This is an optimization exercise on Yosys and OpenROAD, whose aim is a short achievable clock period and few clock cycles, not a production implementation.
Function was checked by simulation only, so behaviour that the tests miss may differ from the original.
Power and IR drop assume default switching activity.

<file path="design/flow/config.mk">
export PLATFORM = sky130hd
export DESIGN_NAME = MU0
export DESIGN_NICKNAME = MU0
export VERILOG_FILES = /design/flow/design.v
export SDC_FILE = /design/flow/constraint.sdc
export NUM_CORES = 4
export LEC_CHECK = 0
export CAP_MARGIN = 20
export CORE_MARGIN = 2
export CORE_UTILIZATION = 40
export PLACE_DENSITY = 0.8
export SETUP_SLACK_MARGIN = 2.5
export SLEW_MARGIN = 20
export SYNTH_HIERARCHICAL = 1
export SYNTH_MINIMUM_KEEP_SIZE = 0
</file>
<file path="design/flow/constraint.sdc">
create_clock -name core_clock -period 4.0 [get_ports {Clk}]
set_input_delay 0.8000 -clock core_clock [delete_from_list [all_inputs] [get_ports {Clk}]]
set_output_delay 0.8000 -clock core_clock [all_outputs]
set_load 0.01 [all_outputs]
</file>
<file path="design/flow/design.v">
`timescale 1ns/100ps
`default_nettype none
module MU0_inv   (input wire a, output wire y);           assign y = ~a; endmodule
module MU0_nand2 (input wire a, b, output wire y);        assign y = ~(a & b); endmodule
module MU0_nor2  (input wire a, b, output wire y);        assign y = ~(a | b); endmodule
module MU0_aoi21 (input wire a1, a2, b1, output wire y);  assign y = ~((a1 & a2) | b1); endmodule
module MU0_oai21 (input wire a1, a2, b1, output wire y);  assign y = ~((a1 | a2) & b1); endmodule
module MU0_xnor2 (input wire a, b, output wire y);        assign y = ~(a ^ b); endmodule
module MU0_mux2  (input wire a0, a1, s, output wire y);   assign y = s ? a1 : a0; endmodule
`default_nettype wire
`timescale 1ns/100ps
`default_nettype none
module MU0 (
           input  wire         Clk,
           input  wire         Reset,
           input  wire [15:0]  Din,
           output wire         Rd,
           output wire         Wr,
           output wire [11:0]  Addr,
           output wire [15:0]  Dout,
           output wire         Halted
	   );
reg        fetch_r, oper_r, stop_r;
reg        halt_r;
reg [11:0] addr_r;    
reg [11:0] pc_r;      
reg [11:0] ret_r;     
reg        rd_r, wr_r;
reg [15:0] acc;
reg [15:0] dout_r;    
reg        nz_r;      
reg        lda_r;     
reg [15:0] x_r;       
reg [15:0] k_r;       
wire [2:0]  op = Din[14:12];
wire [11:0] s  = Din[11:0];
wire [11:0] addr_inc = pc_r + 12'd1;
wire        is_lda = (op == 3'd0);
wire        is_sub = (op == 3'd3);
wire        fetch  = fetch_r;
wire to_s;
wire [11:0] addr_next;
assign to_s = ~op[2] | (op == 3'd4) |
            (op == 3'd5 & ~acc[15]) |
            (op == 3'd6 & nz_r);
assign addr_next = fetch ? (to_s ? s : addr_inc) : ret_r;
wire [15:0] gn0, pn0, g1, p1, gn2, pn2, g3, p3, gn4;
genvar i;
generate
  for (i = 0; i < 16; i = i + 1) begin : pfx
    MU0_nand2 l0g (.a(x_r[i]), .b(Din[i]), .y(gn0[i]));
    MU0_nor2  l0p (.a(x_r[i]), .b(Din[i]), .y(pn0[i]));
    if (i >= 1) begin : l1
      MU0_oai21 g (.a1(pn0[i]), .a2(gn0[i-1]), .b1(gn0[i]), .y(g1[i]));
    end else begin : l1
      MU0_inv   g (.a(gn0[i]), .y(g1[i]));
    end
    if (i >= 2) begin : l1p
      MU0_nor2  p (.a(pn0[i]), .b(pn0[i-1]), .y(p1[i]));
    end else begin : l1p
      assign p1[i] = 1'b0;
    end
    if (i >= 2) begin : l2
      MU0_aoi21 g (.a1(p1[i]), .a2(g1[i-2]), .b1(g1[i]), .y(gn2[i]));
    end else begin : l2
      MU0_inv   g (.a(g1[i]), .y(gn2[i]));
    end
    if (i >= 4) begin : l2p
      MU0_nand2 p (.a(p1[i]), .b(p1[i-2]), .y(pn2[i]));
    end else begin : l2p
      assign pn2[i] = 1'b1;
    end
    if (i >= 4) begin : l3
      MU0_oai21 g (.a1(pn2[i]), .a2(gn2[i-4]), .b1(gn2[i]), .y(g3[i]));
    end else begin : l3
      MU0_inv   g (.a(gn2[i]), .y(g3[i]));
    end
    if (i >= 8) begin : l3p
      MU0_nor2  p (.a(pn2[i]), .b(pn2[i-4]), .y(p3[i]));
    end else begin : l3p
      assign p3[i] = 1'b0;
    end
    if (i >= 8) begin : l4
      MU0_aoi21 g (.a1(p3[i]), .a2(g3[i-8]), .b1(g3[i]), .y(gn4[i]));
    end else begin : l4
      MU0_inv   g (.a(g3[i]), .y(gn4[i]));
    end
  end
endgenerate
wire [15:0] h = acc ^ Din;
wire [15:0] a = ~oper_r ? acc : lda_r ? Din : h;
wire [15:0] acc_next;
assign acc_next[0] = a[0];
generate
  for (i = 1; i < 16; i = i + 1) begin : fin
    MU0_xnor2 x (.a(a[i]), .b(gn4[i-1]), .y(acc_next[i]));
  end
endgenerate
wire        res_nz = |(Din ^ k_r);
wire [15:0] on1, o2, on3, o4;
generate
  for (i = 0; i < 16; i = i + 1) begin : nor_pfx
    if (i >= 1) begin : l1
      MU0_nor2  g (.a(acc[i]), .b(acc[i-1]), .y(on1[i]));
    end else begin : l1
      MU0_inv   g (.a(acc[i]), .y(on1[i]));
    end
    if (i >= 2) begin : l2
      MU0_nand2 g (.a(on1[i]), .b(on1[i-2]), .y(o2[i]));
    end else begin : l2
      MU0_inv   g (.a(on1[i]), .y(o2[i]));
    end
    if (i >= 4) begin : l3
      MU0_nor2  g (.a(o2[i]), .b(o2[i-4]), .y(on3[i]));
    end else begin : l3
      MU0_inv   g (.a(o2[i]), .y(on3[i]));
    end
    if (i >= 8) begin : l4
      MU0_nand2 g (.a(on3[i]), .b(on3[i-8]), .y(o4[i]));
    end else begin : l4
      MU0_inv   g (.a(on3[i]), .y(o4[i]));
    end
  end
endgenerate
wire [15:0] acc_neg = acc ^ {o4[14:0], 1'b0};
always @(posedge Clk) begin
  k_r    <= is_lda ? 16'd0 : is_sub ? acc : acc_neg;
  lda_r  <= fetch & is_lda;
  ret_r  <= addr_inc;
  dout_r <= acc;
end
always @(posedge Clk) begin
  x_r <= (~Reset & fetch & ~op[2] & op[1]) ? acc ^ {16{is_sub}} : 16'd0;
  if (Reset) begin
    addr_r <= 12'd0;
    rd_r   <= 1'b1;
    halt_r <= 1'b0;
  end else begin
    if (~stop_r)
      addr_r <= addr_next;
    if (fetch)
      rd_r <= ~((op == 3'd1) | (op == 3'd7));
    else if (~stop_r)
      rd_r <= 1'b1;
    halt_r <= halt_r | (fetch & (op == 3'd7));
  end
end
always @(posedge Clk)
  if (Reset) begin
    fetch_r <= 1'b1;
    oper_r  <= 1'b0;
  end else begin
    fetch_r <= fetch_r ? (op[2] & (op != 3'd7)) : ~stop_r;
    oper_r  <= fetch_r & ~op[2] & (op != 3'd1);
  end
always @(posedge Clk or posedge Reset)
  if (Reset) begin
    stop_r  <= 1'b0;
    pc_r    <= 12'd0;
    wr_r    <= 1'b0;
    acc     <= 16'd0;
    nz_r    <= 1'b0;
  end else begin
    acc <= acc_next;
    if (oper_r)
      nz_r <= res_nz;
    wr_r   <= fetch & (op == 3'd1);
    stop_r <= stop_r | (fetch & (op == 3'd7));
    if (~stop_r)
      pc_r <= addr_next;
  end
assign Addr   = addr_r;
assign Rd     = rd_r;
assign Wr     = wr_r;
assign Dout   = dout_r;
assign Halted = halt_r;
endmodule
`default_nettype wire
</file>
<file path="design/flow/run.sh">
#!/bin/bash
# synth_recipe.tcl (not shown) runs the flow's synth.tcl, then flattens the netlist and writes it again
# the make line also repeats each setting of config.mk as NAME=value (left out here)
make -C /OpenROAD-flow-scripts/flow DESIGN_CONFIG=/design/flow/config.mk WORK_HOME=/design/flow/orfs CLKGATE_MAP_FILE= SYNTH_SCRIPT=/design/flow/synth_recipe.tcl finish
</file>
==> results of run 1 <==
-- cells by family (layout without fill, tap and decap cells) --
| family | count (synthesis) | after routing | synth area share |
|---|---|---|---|
| simple gates | 270 | 270 | 0.231 |
| compound gates | 134 | 134 | 0.177 |
| flops | 107 | 107 | 0.429 |
| xor+xnor | 67 | 67 | 0.110 |
| buf+inv | 62 | 160 | 0.0474 |
| mux | 2 | 2 | 0.00397 |
| fa+ha+maj | 1 | 1 | 0.00233 |
-- path summary, 6_finish.rpt --
| check | from | end | depth (start not counted) |
|---|---|---|---|
| worst max-delay path | Din[13] | addr_r[10] | 6 |
| worst min-delay path | halt_r | halt_r | 2 |
| worst max register to register | pc_r[2] | addr_r[10] | 5 |
| worst min register to register | halt_r | halt_r | 2 |
| max in group asynchronous | Reset | acc[15] | 4 |
| min in group asynchronous | Reset | pc_r[3] | 4 |
-- per-stage QoR --
step	power, mW	setup slack [ns]	hold WS (ns)	std cells
detailed placement	2.64	1.08	0.435	848
global route	3.90	2.26	0.489	917
CTS	3.54	2.34	0.450	894
floorplan	2.26	2.28	0.443	643
global placement	2.62	1.13	0.434	848
finish	3.71	2.29	0.454	917
-- layout by cell type (no fill, tap or decap), drive strengths merged, types with 3 or more instances in the layout --
| cell | netlist | layout |
|---|---|---|
| dfrtp | 31 | 31 |
| nor4 | 4 | 4 |
| nor2b | 8 | 8 |
| o31ai | 9 | 9 |
| dfxtp | 76 | 76 |
| nand2 | 86 | 86 |
| a32o | 15 | 15 |
| nand4 | 7 | 7 |
| nand3 | 7 | 7 |
| a21oi | 27 | 27 |
| inv | 38 | 40 |
| o22ai | 3 | 3 |
| or2 | 4 | 4 |
| o21a | 6 | 6 |
| a22oi | 3 | 3 |
| nand2b | 18 | 18 |
| nor2 | 105 | 105 |
| o21ai | 53 | 53 |
| or3 | 6 | 6 |
| nor3 | 16 | 16 |
| buf | 11 | 99 |
| a211oi | 3 | 3 |
| xor2 | 31 | 31 |
| xnor2 | 36 | 36 |
| clkbuf | 12 | 17 |
-- what timing repair did --
action / in CTS / in global routing
pin swaps: 45 / 58
resized for setup: 316 / 100
hold buffers: 0 / 0
buffers inserted: 26 / 22
setup endpoints to repair: 113 / 74
cloned: 4 / 1
-- modules after synthesis, one instance, submodules excluded --
module | cells | cell area, um^2
MU0_nand2 | 1 | 3.75
MU0_inv | 1 | 3.75
MU0_nor2 | 1 | 3.75
MU0_aoi21 | 1 | 8.76
MU0_oai21 | 1 | 5.00
MU0 | 448 | 4420
MU0_xnor2 | 1 | 8.76
-- state kept, by name, indices dropped and copies added (netlist names), 12 cells and up --
register and count:
acc 16, addr_r 12, dout_r 16, k_r 16
pc_r 12, ret_r 12, x_r 15
-- power by group through the flow --
stage	clock network (mW)	registers, mW	logic [mW]
3_5_place_dp	0	1.63	1.01
3_3_place_gp	0	1.64	0.986
6_report	0.907	1.66	1.14
4_1_cts	0.901	1.63	1.01
2_1_floorplan	0	1.58	0.677
5_1_grt	0.959	1.70	1.24
-- critical path, delay by kind of cell --
kind            cells  cell delay [ns]
simple gates        1             0.05
compound gates      3             0.78
buf+inv             2             0.29
-- cell type report --
type / count / area, um^2
Sequential cell: 107 / 2340
Timing Repair inverter: 2 / 17.5
Inverter: 39 / 171
Timing Repair Buffer: 103 / 1110
Tap cell: 176 / 220
Clock buffer: 14 / 287
Multi-Input combinational cell: 474 / 3530
Fill cell: 1074 / 5440
Clock inverter: 2 / 13.8
-- per-layer routing --
metal / up-vias / GRT usage / routed length, um
met5: - / 0 / 0
met4: 0 / 0.0779 / 664
met3: 56 / 0.0385 / 956
met2: 203 / 0.384 / 8710
met1: 2485 / 0.266 / 6680
li1: 2350 / - / -
==> summary.txt, run 1 <==
std cell rows 42; endpoints failing setup 0; status timing/DRC/antenna clean; largest net degree at the start of global routing 35; FF-to-FF setup slack 2.33 ns; final WL 17,000 um; # nets final 755; die area 14,300 um^2; gr ovfl total 0; CTS tree built; Fin. Hold Viols 0; Port-buffer cells 48; Cell Pwr Density 482 nW/um^2; final core utilization 0.586; Netlist cell types 62; Synth Register Bits 107; Max VDD drop 0.371 mV; Req. time, crit path 4.23 ns; CTS Sinks 107; Synth Flop Type dfxtp_1; Worst setup EP type register; CP cell instances buf_12, o21a_4, o21ai_4, buf_12, nor3_4, o31ai_1; via/cell ratio 5.56; Reg power frac 0.449; vias in the first global route 4,772; maximum clock path buffer count 2; asr flop ratio synth 0.290; Post-synth EDFFs 0; Hold Crit Class reg2reg; Worst Max-Slew Pin Slew 0.495 ns; internal power 2.43 mW; net load switching power 1.28 mW; switch share 0.345; Syn. warnings 7; share of cells above drive strength 1 0.402; Num CTS Buffers 9; Tcrit/Tclk final 0.427; height of the die 120 um; Synth Area per Inst 8.33 um^2; crit path DAT 1.94 ns; Final HPWL DP 9570 um; cell type with the largest total area after synthesis dfxtp_1; max_slew headroom 0.667; core box area 13,100 um^2; setup TNS 0 ns; initial core utilization 0.408; Largest stage delay, worst path 0.35 ns; Syn Nets 662; Initial DRT Pass Iterations 5; CP max-delay cell o31ai_1; H-tree depth 3; placed standard-cell area 6260 um^2; fin area 7690 um^2; antenna violations before repair 0; Setup Crit Path Kind in2reg; dominant cells by area after synthesis dfxtp_1 28%, dfrtp_1 14%, nor2_1 7.4%, nand2_1 6.0%, xnor2_1 5.9%; Synth top area share 0.284; via count 5,094; Post-route DRC 0; Setup crit start kind input port; most frequent cell after synthesis nor2_1; Worst-Skew Late Latency 0.36 ns; Worst-path clk slew 0.07 ns; Top-Level Pins 49; Die W 120 um; final worst path period need 1.71 ns; Final ANT Viol Nets 0; Post-synth top cells 105 x nor2_1, 86 x nand2_1, 76 x dfxtp_1; worst-path fanout max 7; WL per Instance 18.5 um; initial DRC count 423; Max Transition Viols Final 0; fmax 0.586 GHz; most frequent CP cell buf_12; GPL Wtd Cong 0.880; Max Cap Viol 0; diode count 0; first-pass GRT wire length 24,400 um; mapped cell area 5360 um^2; Cells after Synth 643; Comb pwr share 0.307; Leak 3.11 nW; clock root buffer clkbuf_16; register area share after synthesis 0.429; RSZ-0062 raised after global routing yes; area delta synth->final 43.6%; clock skew 0.00871 ns; Clk network pwr share 0.245; Total GRT Usage 0.218
Testbench counts, summed over its fixed seeds: cycles 83,782.
==> run 2: changes to the inputs <==
--- a/design/flow/config.mk
+++ b/design/flow/config.mk
@@ -10,3 +10,2 @@
 export CORE_UTILIZATION = 40
-export PLACE_DENSITY = 0.8
 export SETUP_SLACK_MARGIN = 2.5
==> run 2 against run 1 <==
Compared with the run above: synthesized area unchanged; sequential share of layout area up 0.27 points; utilization down 0.55 points; routed wire length down 2.4%; sequential power about the same; flip-flop and latch count unchanged; critical path type is now reg2out; critical endpoint is now Wr.
==> summary.txt, run 2 <==
H-tree depth 3 (unchanged); Die W 120 um (unchanged); Cells after Synth 643 (unchanged); Synth Flop Type dfxtp_1; most frequent cell after synthesis nor2_1; RSZ-0062 raised after global routing yes; Final HPWL DP 10,400 um (+8.3%); Top-Level Pins 49 (unchanged); CP bufs+invs 1 (-1); asr flop ratio synth 0.290 (unchanged); GPL Wtd Cong 0.872 (-0.93%); largest net degree at the start of global routing 35 (unchanged); gr ovfl total 0 (unchanged); Final ANT Viol Nets 0 (unchanged); Setup Crit Path Kind reg2out; diode count 0 (unchanged); endpoints failing setup 0 (unchanged); commonest non-fill, non-tap cell in the layout nor2_1; Post-synth EDFFs 0 (unchanged); clock skew 0.00674 ns (-0.00197 ns); Syn. warnings 7 (unchanged); Post-synth top cells 105 x nor2_1, 86 x nand2_1, 76 x dfxtp_1; Syn Nets 662 (unchanged); Critical Path Source wr_r; via/cell ratio 5.40 (-2.7%); pre-CTS setup slack 1.09 ns (+0.00860 ns); Largest regs acc (16), dout_r (16), k_r (16); vias in the first global route 4,720 (-1.1%); Fin. Hold Viols 0 (unchanged); cell type with the largest total area after synthesis dfxtp_1; first-pass GRT wire length 25,200 um (+3.7%); Synth top area share 0.284 (unchanged); Port-buffer cells 48 (unchanged); Worst setup EP type output pin; maximum clock path buffer count 2 (unchanged); Netlist cell types 62 (unchanged); CTS tree built; final worst path period need 1.65 ns (-0.0600 ns); initial core utilization 0.408 (unchanged); Post-route DRC 0 (unchanged); Setup crit start kind register; Max VDD drop 0.540 mV (+46%); max_slew headroom 0.653 (-0.0140); Largest stage delay, worst path 0.36 ns (about the same); Total GRT Usage 0.230 (+0.0121); worst reg2reg startpoint pc_r[1]; status timing/DRC/antenna clean; height of the die 120 um (unchanged); Finished Layout Cells 910 (-0.76%); Worst-Skew Late Latency 0.35 ns (about the same); final WL 16,600 um (-2.4%); Num CTS Buffers 9 (unchanged); die area 14,300 um^2 (unchanged); Worst-path clk slew 0.07 ns (about the same); Hold Buf Count CTS 0 (unchanged); Req. time, crit path 3.20 ns (-1.03 ns); via count 4,917 (-3.5%); FILL cells 1,141 (+6.2%); initial DRC count 407 (-3.8%); worst-path fanout max 1 (-6); core box area 13,100 um^2 (unchanged); std cell rows 42 (unchanged); WL per Instance 18.2 um (-1.7%); CP cell instances buf_2; Hold Crit Class in2async; # placed instances 848 (unchanged); Tcrit/Tclk final 0.412 (-0.0150); Leak 3.09 nW (-0.76%); Initial DRT Pass Iterations 5 (unchanged); Worst Max-Slew Pin Slew 0.520 ns (+0.0252 ns); share of cells above drive strength 1 0.411 (+0.00928); fmax 0.607 GHz (+3.6%); mapped cell area 5360 um^2 (unchanged); clock root buffer clkbuf_16; Max Transition Viols Final 0 (unchanged); CP top delay family flip-flops; area delta synth->final 42.3%; Cell Pwr Density 477 nW/um^2 (-1.1%); Max Cap Viol 0 (unchanged); setup TNS 0 ns (unchanged); most frequent cells in the layout 77 x nor2_1, 58 x nand2_1, 56 x dfxtp_1; Synth Register Bits 107 (unchanged); dominant cells by area after synthesis dfxtp_1 28%, dfrtp_1 14%, nor2_1 7.4%, nand2_1 6.0%, xnor2_1 5.9%; CTS Sinks 107 (unchanged); min setup slack post-route 2.35 ns (+0.0600 ns); CP max-delay cell dfrtp_1; register area share after synthesis 0.429 (unchanged); Synth Area per Inst 8.33 um^2 (unchanged); crit path DAT 0.85 ns (-1.09 ns); antenna violations before repair 0 (unchanged); # nets final 748 (-0.93%)
-- run 2: cell counts after synthesis --
Identical to the previous run, type by type.
-- run 2: kinds of logic (layout without fill, tap and decap cells) --
kind of cell | count (synthesis) | count (layout) | share of synthesized area
xor gates and xnor gates | 67 | 67 | 0.110
muxes | 2 | 2 | 0.00397
DFF | 107 | 107 | 0.429
buffers and inverters | 62 | 152 | 0.0474
AOI/OAI and AO/OA | 134 | 134 | 0.177
and+or+nand+nor | 270 | 271 | 0.231
adders and majority gates | 1 | 1 | 0.00233
-- run 2: routing by layer --
layer,GRT usage,vias up,routed length [um]
met2,0.391,147,8250
met1,0.293,2412,7100
met5,0,-,0
met4,0.0662,0,430
li1,-,2329,-
met3,0.0509,29,807
-- run 2: power breakdown --
part           internal [mW]  switching, mW  leakage (nW)
Clock                  0.504          0.406         0.150
Sequential              1.34          0.322         0.976
Combinational          0.541          0.524          1.96
-- run 2: metrics by stage --
step	utilization	total power, mW	hold slack, ns	instance area, um^2
finish	0.580	3.63	0.449	7620
global route	0.580	3.85	0.455	7620
CTS	0.532	3.57	0.452	7000
detailed placement	0.476	2.66	0.435	6260
global placement	0.476	2.64	0.437	6260
floorplan	-	2.26	0.443	5730
-- run 2: cell type report --
type / instances / area (um^2) / area share
clock buffer: 10 / 239 / 0.0314
clock inverter: 6 / 63.8 / 0.00837
inverter: 39 / 176 / 0.0231
multi-input combinational: 475 / 3580 / 0.469
sequential: 107 / 2340 / 0.307
tap: 176 / 220 / 0.0289
timing repair buffer: 95 / 986 / 0.129
timing repair inverter: 2 / 17.5 / 0.00230
-- run 2: final timing paths --
| check | endpoint | slack [ns] | cells past startpoint |
|---|---|---|---|
| setup / recovery | Wr | 2.35 | 1 |
| hold / removal | acc[12] | 0.45 | 2 |
| setup reg to reg | addr_r[11] | 2.49 | 6 |
| hold reg to reg | halt_r | 0.45 | 2 |
| max in group asynchronous | acc[3] | 3.29 | 2 |
| min in group core_clock | halt_r | 0.45 | 2 |
-- run 2: per-module statistics from Yosys, one instance, submodules excluded --
module	times used	flip-flops and latches	cells
MU0_nor2	59	0	1
MU0_oai21	25	0	1
MU0_nand2	46	0	1
MU0_inv	30	0	1
MU0	1	107	448
MU0_aoi21	20	0	1
MU0_xnor2	15	0	1
-- run 2: timing repair --
action                                  CTS  global route
buffers inserted                         21            18
pin swaps                                44            49
resized for setup                       317            92
cloned                                    3             4
endpoints found under the setup margin  145            93
==> run 3: changes to the inputs <==
--- a/design/flow/config.mk
+++ b/design/flow/config.mk
@@ -9,3 +9,3 @@
 export CORE_MARGIN = 2
-export CORE_UTILIZATION = 40
+export CORE_UTILIZATION = 50
 export SETUP_SLACK_MARGIN = 2.5
==> run 3 against run 2 <==
Compared with the run above: worst hold slack better by 0.014 ns; routed wire length down 3.2%; cell count down 4.6%; cell area down 5.6%; still clean; worst setup slack worse by 0.061 ns; highest routed layer unchanged; sequential share of layout area up 1.9 points.
==> summary.txt, run 3 <==
status timing/DRC/antenna clean; asr flop ratio synth 0.290 (unchanged); height of the die 108 um (-10%); Synth top area share 0.284 (unchanged); Max Transition Viols Final 0 (unchanged); Max Cap Viol 0 (unchanged); initial DRC count 286 (-30%); Hold Buf Count CTS 0 (unchanged); dominant cells by area after synthesis dfxtp_1 28%, dfrtp_1 14%, nor2_1 7.4%, nand2_1 6.0%, xnor2_1 5.9%; Syn Nets 662 (unchanged); final worst path period need 1.71 ns (+0.0608 ns); initial core utilization 0.517 (+0.109); Netlist cell types 62 (unchanged); Req. time, crit path 3.20 ns (about the same); Worst-path clk slew 0.10 ns (+0.03 ns); Top-Level Pins 49 (unchanged); CP bufs+invs 1 (unchanged); register area share after synthesis 0.429 (unchanged); RSZ-0062 raised after global routing yes; FF/Latch Area 2350 um^2 (+0.16%); CTS Sinks 107 (unchanged); Worst setup EP type output pin; via/cell ratio 5.63 (+4.2%); max_slew headroom 0.658 (+0.00514); vias in the first global route 4,620 (-2.1%); Num CTS Buffers 9 (unchanged); CP top delay family flip-flops; H-tree depth 3 (unchanged); mapped cell area 5360 um^2 (unchanged); gr ovfl total 0 (unchanged); multi-input combinational cell area 3430 um^2 (-4.0%); Die W 108 um (-10%); Worst Max-Slew Pin Slew 0.513 ns (-0.00771 ns); via count 4,888 (-0.59%); WL per Instance 18.5 um (+1.4%); Initial DRT Pass Iterations 7 (+2); share of cells above drive strength 1 0.392 (-0.0194); Tcrit/Tclk final 0.427 (+0.0152); Post-route DRC 0 (unchanged); Max VDD drop 0.489 mV (-9.5%); Post-synth top cells 105 x nor2_1, 86 x nand2_1, 76 x dfxtp_1; Leak 2.89 nW (-6.4%); Cell Pwr Density 475 nW/um^2 (-0.23%); Final HPWL DP 10,500 um (+0.96%); crit path DAT 0.91 ns (+0.06 ns); CP cell instances buf_2; fmax 0.585 GHz (-3.6%); Fin. Hold Viols 0 (unchanged); most frequent cells in the layout 77 x nor2_1, 64 x nand2_1, 56 x dfxtp_1; Hold Crit Class reg2reg; Synth Register Bits 107 (unchanged); Largest stage delay, worst path 0.37 ns (about the same); Worst-Skew Late Latency 0.40 ns (+0.05 ns); Setup Crit Path Kind reg2out; final WL 16,100 um (-3.2%); CP max-delay cell dfrtp_1; antenna violations before repair 0 (unchanged); clock root buffer clkbuf_8; CTS tree built; cell type with the largest total area after synthesis dfxtp_1; diode count 0 (unchanged); GPL Wtd Cong 0.884 (+1.4%); std cell rows 37 (-12%); Synth Flop Type dfxtp_1; Syn. warnings 7 (unchanged); Synth Area per Inst 8.33 um^2 (unchanged); Setup crit start kind register; Largest regs acc (16), dout_r (16), k_r (16); clock skew 0.00823 ns (+0.00149 ns); Hold WS 0.463 ns (+0.0137 ns); first-pass GRT wire length 24,300 um (-3.8%); die area 11,600 um^2 (-19%); Total GRT Usage 0.278 (+0.0486); FILL cells 825 (-28%); maximum clock path buffer count 2 (unchanged); largest net degree at the start of global routing 35 (unchanged); Port-buffer cells 48 (unchanged); # nets final 746 (-0.27%); Cells after Synth 643 (unchanged); Final ANT Viol Nets 0 (unchanged); area delta synth->final 34.3%; worst-path fanout max 1 (unchanged); total power 3.42 mW (-5.8%); most frequent cell after synthesis nor2_1; Post-synth EDFFs 0 (unchanged); endpoints failing setup 0 (unchanged); commonest non-fill, non-tap cell in the layout nor2_1; setup TNS 0 ns (unchanged); core box area 10,400 um^2 (-21%)
run 3: cell counts after synthesis:
Identical to the previous run, type by type.
run 3: repair_timing:
item | CTS | global route
pin swaps | 16 | 49
cloned | 1 | 2
gates resized for setup | 288 | 81
setup buffers | 21 | 20
setup endpoints to repair | 146 | 87
run 3: final timing paths:
kind | startpoint | to | slack (ns) | cells after the start
setup / recovery | wr_r | Wr | 2.29 | 1
hold / removal | halt_r | halt_r | 0.46 | 2
setup reg to reg | pc_r[3] | addr_r[10] | 2.46 | 5
hold reg to reg | halt_r | halt_r | 0.46 | 2
max in group asynchronous | Reset | pc_r[0] | 3.27 | 2
min in group asynchronous | Reset | acc[3] | 0.49 | 2
run 3: per-layer routing:
| metal | vias up | track usage | wire length (um) |
|---|---|---|---|
| li1 | 2344 | - | - |
| met1 | 2375 | 0.341 | 6910 |
| met2 | 134 | 0.474 | 7970 |
| met3 | 35 | 0.0623 | 703 |
| met4 | 0 | 0.111 | 473 |
| met5 | - | 0 | 0 |
run 3: logic make-up (layout without fill, tap and decap cells):
logic type | after synthesis | in the layout | synth area share
buffers and inverters | 62 | 149 | 0.0474
AND/OR/NAND/NOR | 270 | 272 | 0.231
flip-flops | 107 | 107 | 0.429
XOR/XNOR | 67 | 67 | 0.110
AO/OA/AOI/OAI | 134 | 134 | 0.177
adder cells (fa/ha/maj) | 1 | 1 | 0.00233
multiplexers | 2 | 2 | 0.00397
run 3: area by class of cell:
cell class              instances  area share
repair buffers                 93       0.119
flip-flops and latches        107       0.326
well taps                     136      0.0237
clock inverters                 7      0.0110
inverters                      39      0.0242
repair inverters                1     0.00122
multi-input cells             476       0.477
clock buffers                   9      0.0172
run 3: Yosys stat by module (local to each module, per instance):
module	flops+latches	area, um^2
MU0	107	4420
MU0_aoi21	0	8.76
MU0_inv	0	3.75
MU0_nand2	0	3.75
MU0_nor2	0	3.75
MU0_oai21	0	5.00
MU0_xnor2	0	8.76
run 3: stage by stage:
stage | cell area, um^2 | setup slack, ns | util | instances
finish | 7190 | 2.29 | 0.694 | 868
global route | 7190 | 2.26 | 0.694 | 868
CTS | 6690 | 2.29 | 0.645 | 846
detailed placement | 6210 | 1.08 | 0.598 | 808
global placement | 6210 | 1.17 | 0.598 | 808
floorplan | 5730 | 2.28 | - | 643
run 3: where the power goes:
| group | switching (mW) | total [mW] | internal, mW |
|---|---|---|---|
| Combinational | 0.540 | 1.09 | 0.546 |
| Clock | 0.410 | 0.702 | 0.292 |
| Sequential | 0.294 | 1.63 | 1.34 |
| Total | 1.24 | 3.42 | 2.18 |
==> run 4: changes to the inputs <==
--- a/design/flow/config.mk
+++ b/design/flow/config.mk
@@ -9,6 +9,4 @@
 export CORE_MARGIN = 2
-export CORE_UTILIZATION = 50
+export CORE_UTILIZATION = 40
 export SETUP_SLACK_MARGIN = 2.5
 export SLEW_MARGIN = 20
-export SYNTH_HIERARCHICAL = 1
-export SYNTH_MINIMUM_KEEP_SIZE = 0
==> run 4 against run 3 <==
Compared with the run above: fmax fell by 27%; clock-buffer cell count stayed put; worst hold slack improved by 0.00071 ns; combinational power increased by 58%; worst setup slack got worse by 0.63 ns; clock power increased by about 20%; sequential power up 6%; global-route usage is 6.3 points lower; sequential share of layout area fell by 1.8 points; register-to-register slack worse by 0.63 ns; critical path type is now in2reg; critical endpoint is now acc[15]; largest cell class unchanged; highest routed layer unchanged.
==> summary.txt, run 4 <==
vias in the first global route 4,132 (-11%); Reg power frac 0.403 (-0.074); cell type with the largest total area after synthesis dfxtp_1; clock root buffer clkbuf_16; Synth Flop Type dfxtp_1; Synth Register Bits 107 (unchanged); gr ovfl total 0 (unchanged); Netlist cell types 47 (-24%); Synth Area per Inst 9.04 um^2 (+8.4%); most frequent cells in the layout 60 x nor2_1, 60 x dfxtp_1, 60 x buf_4; most frequent cell after synthesis dfxtp_1; final WL 14,300 um (-11%); Port-buffer cells 48 (unchanged); Clk network pwr share 0.197 (-0.008); Die W 114 um (+6.3%); Leak 3.04 nW (+5.2%); setup TNS 0 ns (unchanged); Cell Pwr Density 567 nW/um^2 (+19%); core box area 11,900 um^2 (+15%); clock skew 0.00867 ns (+0.000439 ns); # nets final 676 (-9.4%); maximum clock path buffer count 2 (unchanged); RSZ-0062 raised after global routing yes; Fin. Hold Viols 0 (unchanged); Max VDD drop 0.322 mV (-34%); WL per Instance 17.7 um (-4.4%); final core utilization 0.635 (-0.0584); diode count 0 (unchanged); Worst-path clk slew 0.08 ns (-0.02 ns); worst-path fanout max 4 (+3); CTS tree built; pre-CTS setup slack 0.582 ns (-0.500 ns); antenna violations before repair 0 (unchanged); Syn Nets 558 (-16%); GPL Wtd Cong 0.862 (-2.5%); Final ANT Viol Nets 0 (unchanged); die area 13,000 um^2 (+13%); Num CTS Buffers 9 (unchanged); Worst setup EP type register; mapped cell area 4860 um^2 (-9.3%); net load switching power 1.54 mW (+24%); Setup crit start kind input port; switch share 0.358 (-0.00503); Max Cap Viol 0 (unchanged); Setup Crit Path Kind in2reg; initial core utilization 0.408 (-0.109); Initial DRT Pass Iterations 4 (-3); H-tree depth 3 (unchanged); first-pass GRT wire length 21,400 um (-12%); Largest regs acc (16), dout_r (16), k_r (16); Syn. warnings 1 (-6); Post-synth top cells 76 x dfxtp_1, 70 x nor2_1, 56 x xnor2_1; Hold WS 0.464 ns (+0.000713 ns); Comb pwr share 0.400 (+0.083); Hold Crit Class reg2reg; final worst path period need 2.34 ns (+0.630 ns); Synth top area share 0.313 (+0.0290); Total GRT Usage 0.215 (-0.0632); dominant cells by area after synthesis dfxtp_1 31%, dfrtp_1 16%, xnor2_1 10%, nor2_1 5.4%, a21oi_1 5.3%; Post-synth EDFFs 0 (unchanged); Post-route DRC 0 (unchanged); largest net degree at the start of global routing 33 (-5.7%); Final HPWL DP 8300 um (-21%); fmax 0.428 GHz (-27%); min setup slack post-route 1.66 ns (-0.630 ns); internal power 2.75 mW (+26%); Req. time, crit path 4.24 ns (+1.04 ns); Tcrit/Tclk final 0.585 (+0.158); initial DRC count 208 (-27%); asr flop ratio synth 0.290 (unchanged); Max Transition Viols Final 0 (unchanged); Worst-Skew Late Latency 0.36 ns (-0.04 ns); Finished Layout Cells 808 (-6.9%); height of the die 114 um (+6.3%); max_slew headroom 0.673 (+0.0145); Worst Max-Slew Pin Slew 0.491 ns (-0.0217 ns); Top-Level Pins 49 (unchanged); # placed instances 701 (-13%); area delta synth->final 55.7%; endpoints failing setup 0 (unchanged); CTS Sinks 107 (unchanged); status timing/DRC/antenna clean; register area share after synthesis 0.473 (+0.0438); Cells after Synth 538 (-16%); crit path DAT 2.58 ns (+1.67 ns); via count 4,312 (-12%); share of cells above drive strength 1 0.492 (+0.0996); std cell rows 40 (+8.1%); via/cell ratio 5.34 (-5.2%)
-- run 4: cell types whose count changed after synthesis, moves of 20 or more --
cell     previous run  this run
xor2_1             31        11
nand2_1            86        24
a21oi_1             7        51
xnor2_1            36        56
o21ai_1            25         0
nor2_1            105        70
a21oi_2            20         0
-- run 4: power by group through the flow --
stage / Sequential (mW) / Clock, mW / Combinational, mW
after detailed placement: 1.74 / 0 / 1.12
after CTS: 1.71 / 0.860 / 1.38
final: 1.73 / 0.845 / 1.72
after floorplan: 1.64 / 0 / 0.892
after global placement: 1.73 / 0 / 1.10
after global routing: 1.77 / 0.904 / 1.85
-- run 4: area by class of cell --
class,instances,area (um^2)
clock buffers,9,225
clock inverters,7,53.8
fillers,929,4340
inverters,20,78.8
multi-input cells,374,3330
flip-flops and latches,107,2330
well taps,147,184
repair buffers,144,1360
-- run 4: cell families after synthesis --
logic type               synth area share
AO/OA/AOI/OAI                       0.140
XOR/XNOR                            0.121
adder cells (fa/ha/maj)            0.0162
buffers and inverters              0.0497
flip-flops                          0.473
multiplexers                       0.0275
AND/OR/NAND/NOR                     0.173
-- run 4: worst paths after layout --
| path | startpoint | end | slack [ns] | depth (start not counted) |
|---|---|---|---|---|
| hold reg to reg | halt_r | halt_r | 0.46 | 2 |
| max in group asynchronous | Reset | acc[9] | 2.95 | 4 |
| hold / removal | halt_r | halt_r | 0.46 | 2 |
| setup / recovery | Din[7] | acc[15] | 1.66 | 9 |
| min in group asynchronous | Reset | pc_r[5] | 0.78 | 4 |
| setup reg to reg | x_r[0] | acc[14] | 1.83 | 9 |
-- run 4: critical path, stage by stage --
cell and delay [ns]:
buf_12 0.11, o211a_4 0.26, nor3_4 0.16, o221ai_2 0.13
nor3b_4 0.26, o31ai_4 0.09, maj3_2 0.33, maj3_2 0.31
xnor2_1 0.12
-- run 4: stage by stage --
stage	cell area [um^2]	total power, mW
after global placement	5750	2.82
after global routing	7570	4.52
final	7570	4.29
after detailed placement	5750	2.86
after floorplan	5360	2.53
after CTS	6900	3.95
-- run 4: what timing repair did --
| action | CTS | global route |
|---|---|---|
| hold buffers | 0 | 0 |
| endpoints found under the setup margin | 145 | 99 |
| setup buffers | 60 | 26 |
| pin swaps | 68 | 51 |
| cloned | 4 | 1 |
| resized for setup | 323 | 96 |
-- run 4: routing by layer --
metal	track usage	wire (um)	up-vias
met4	0.0667	251	0
met5	0	0	-
met1	0.268	6240	2143
li1	-	-	2065
met3	0.0524	545	21
met2	0.369	7250	83

## what the ideal ports hide
No port has a modelled driver above. Below, the same layouts with a new extraction and two added sets of constraints. Step 1 sets driving cells, clkbuf_16 on the clock port and buf_2 on the other inputs (assumed; they add their load-dependent delay and slew). Step 2 times the ports against the registers' clock, not the clock port: input delays grow and output delays shrink by t, the midpoint of the rising clock arrivals with the driver on. a / b / c = ideal / step 1 / step 2; a / b = the first two.
run | t, ns | setup slack, ns | worst setup path after step 2 | slew at the worst register clock pin (ns) | cell pins on the clock port's net
run 1 | 0.396 | 2.292 / 2.286 / 1.890 | input to register | 0.08 / 0.08 | 1
run 2 | 0.392 | 2.352 / 2.312 / 1.992 | input to register | 0.07 / 0.07 | 1
run 3 | 0.437 | 2.291 / 2.253 / 2.047 | input to register | 0.11 / 0.11 | 1
run 4 | 0.396 | 1.661 / 1.654 / 1.258 | input to register | 0.08 / 0.08 | 1
After both steps every run listed still meets setup and hold. For run 4, which loses most, drivers alone change the setup slack by -0.007 ns; drivers and shift together by -0.403 ns.
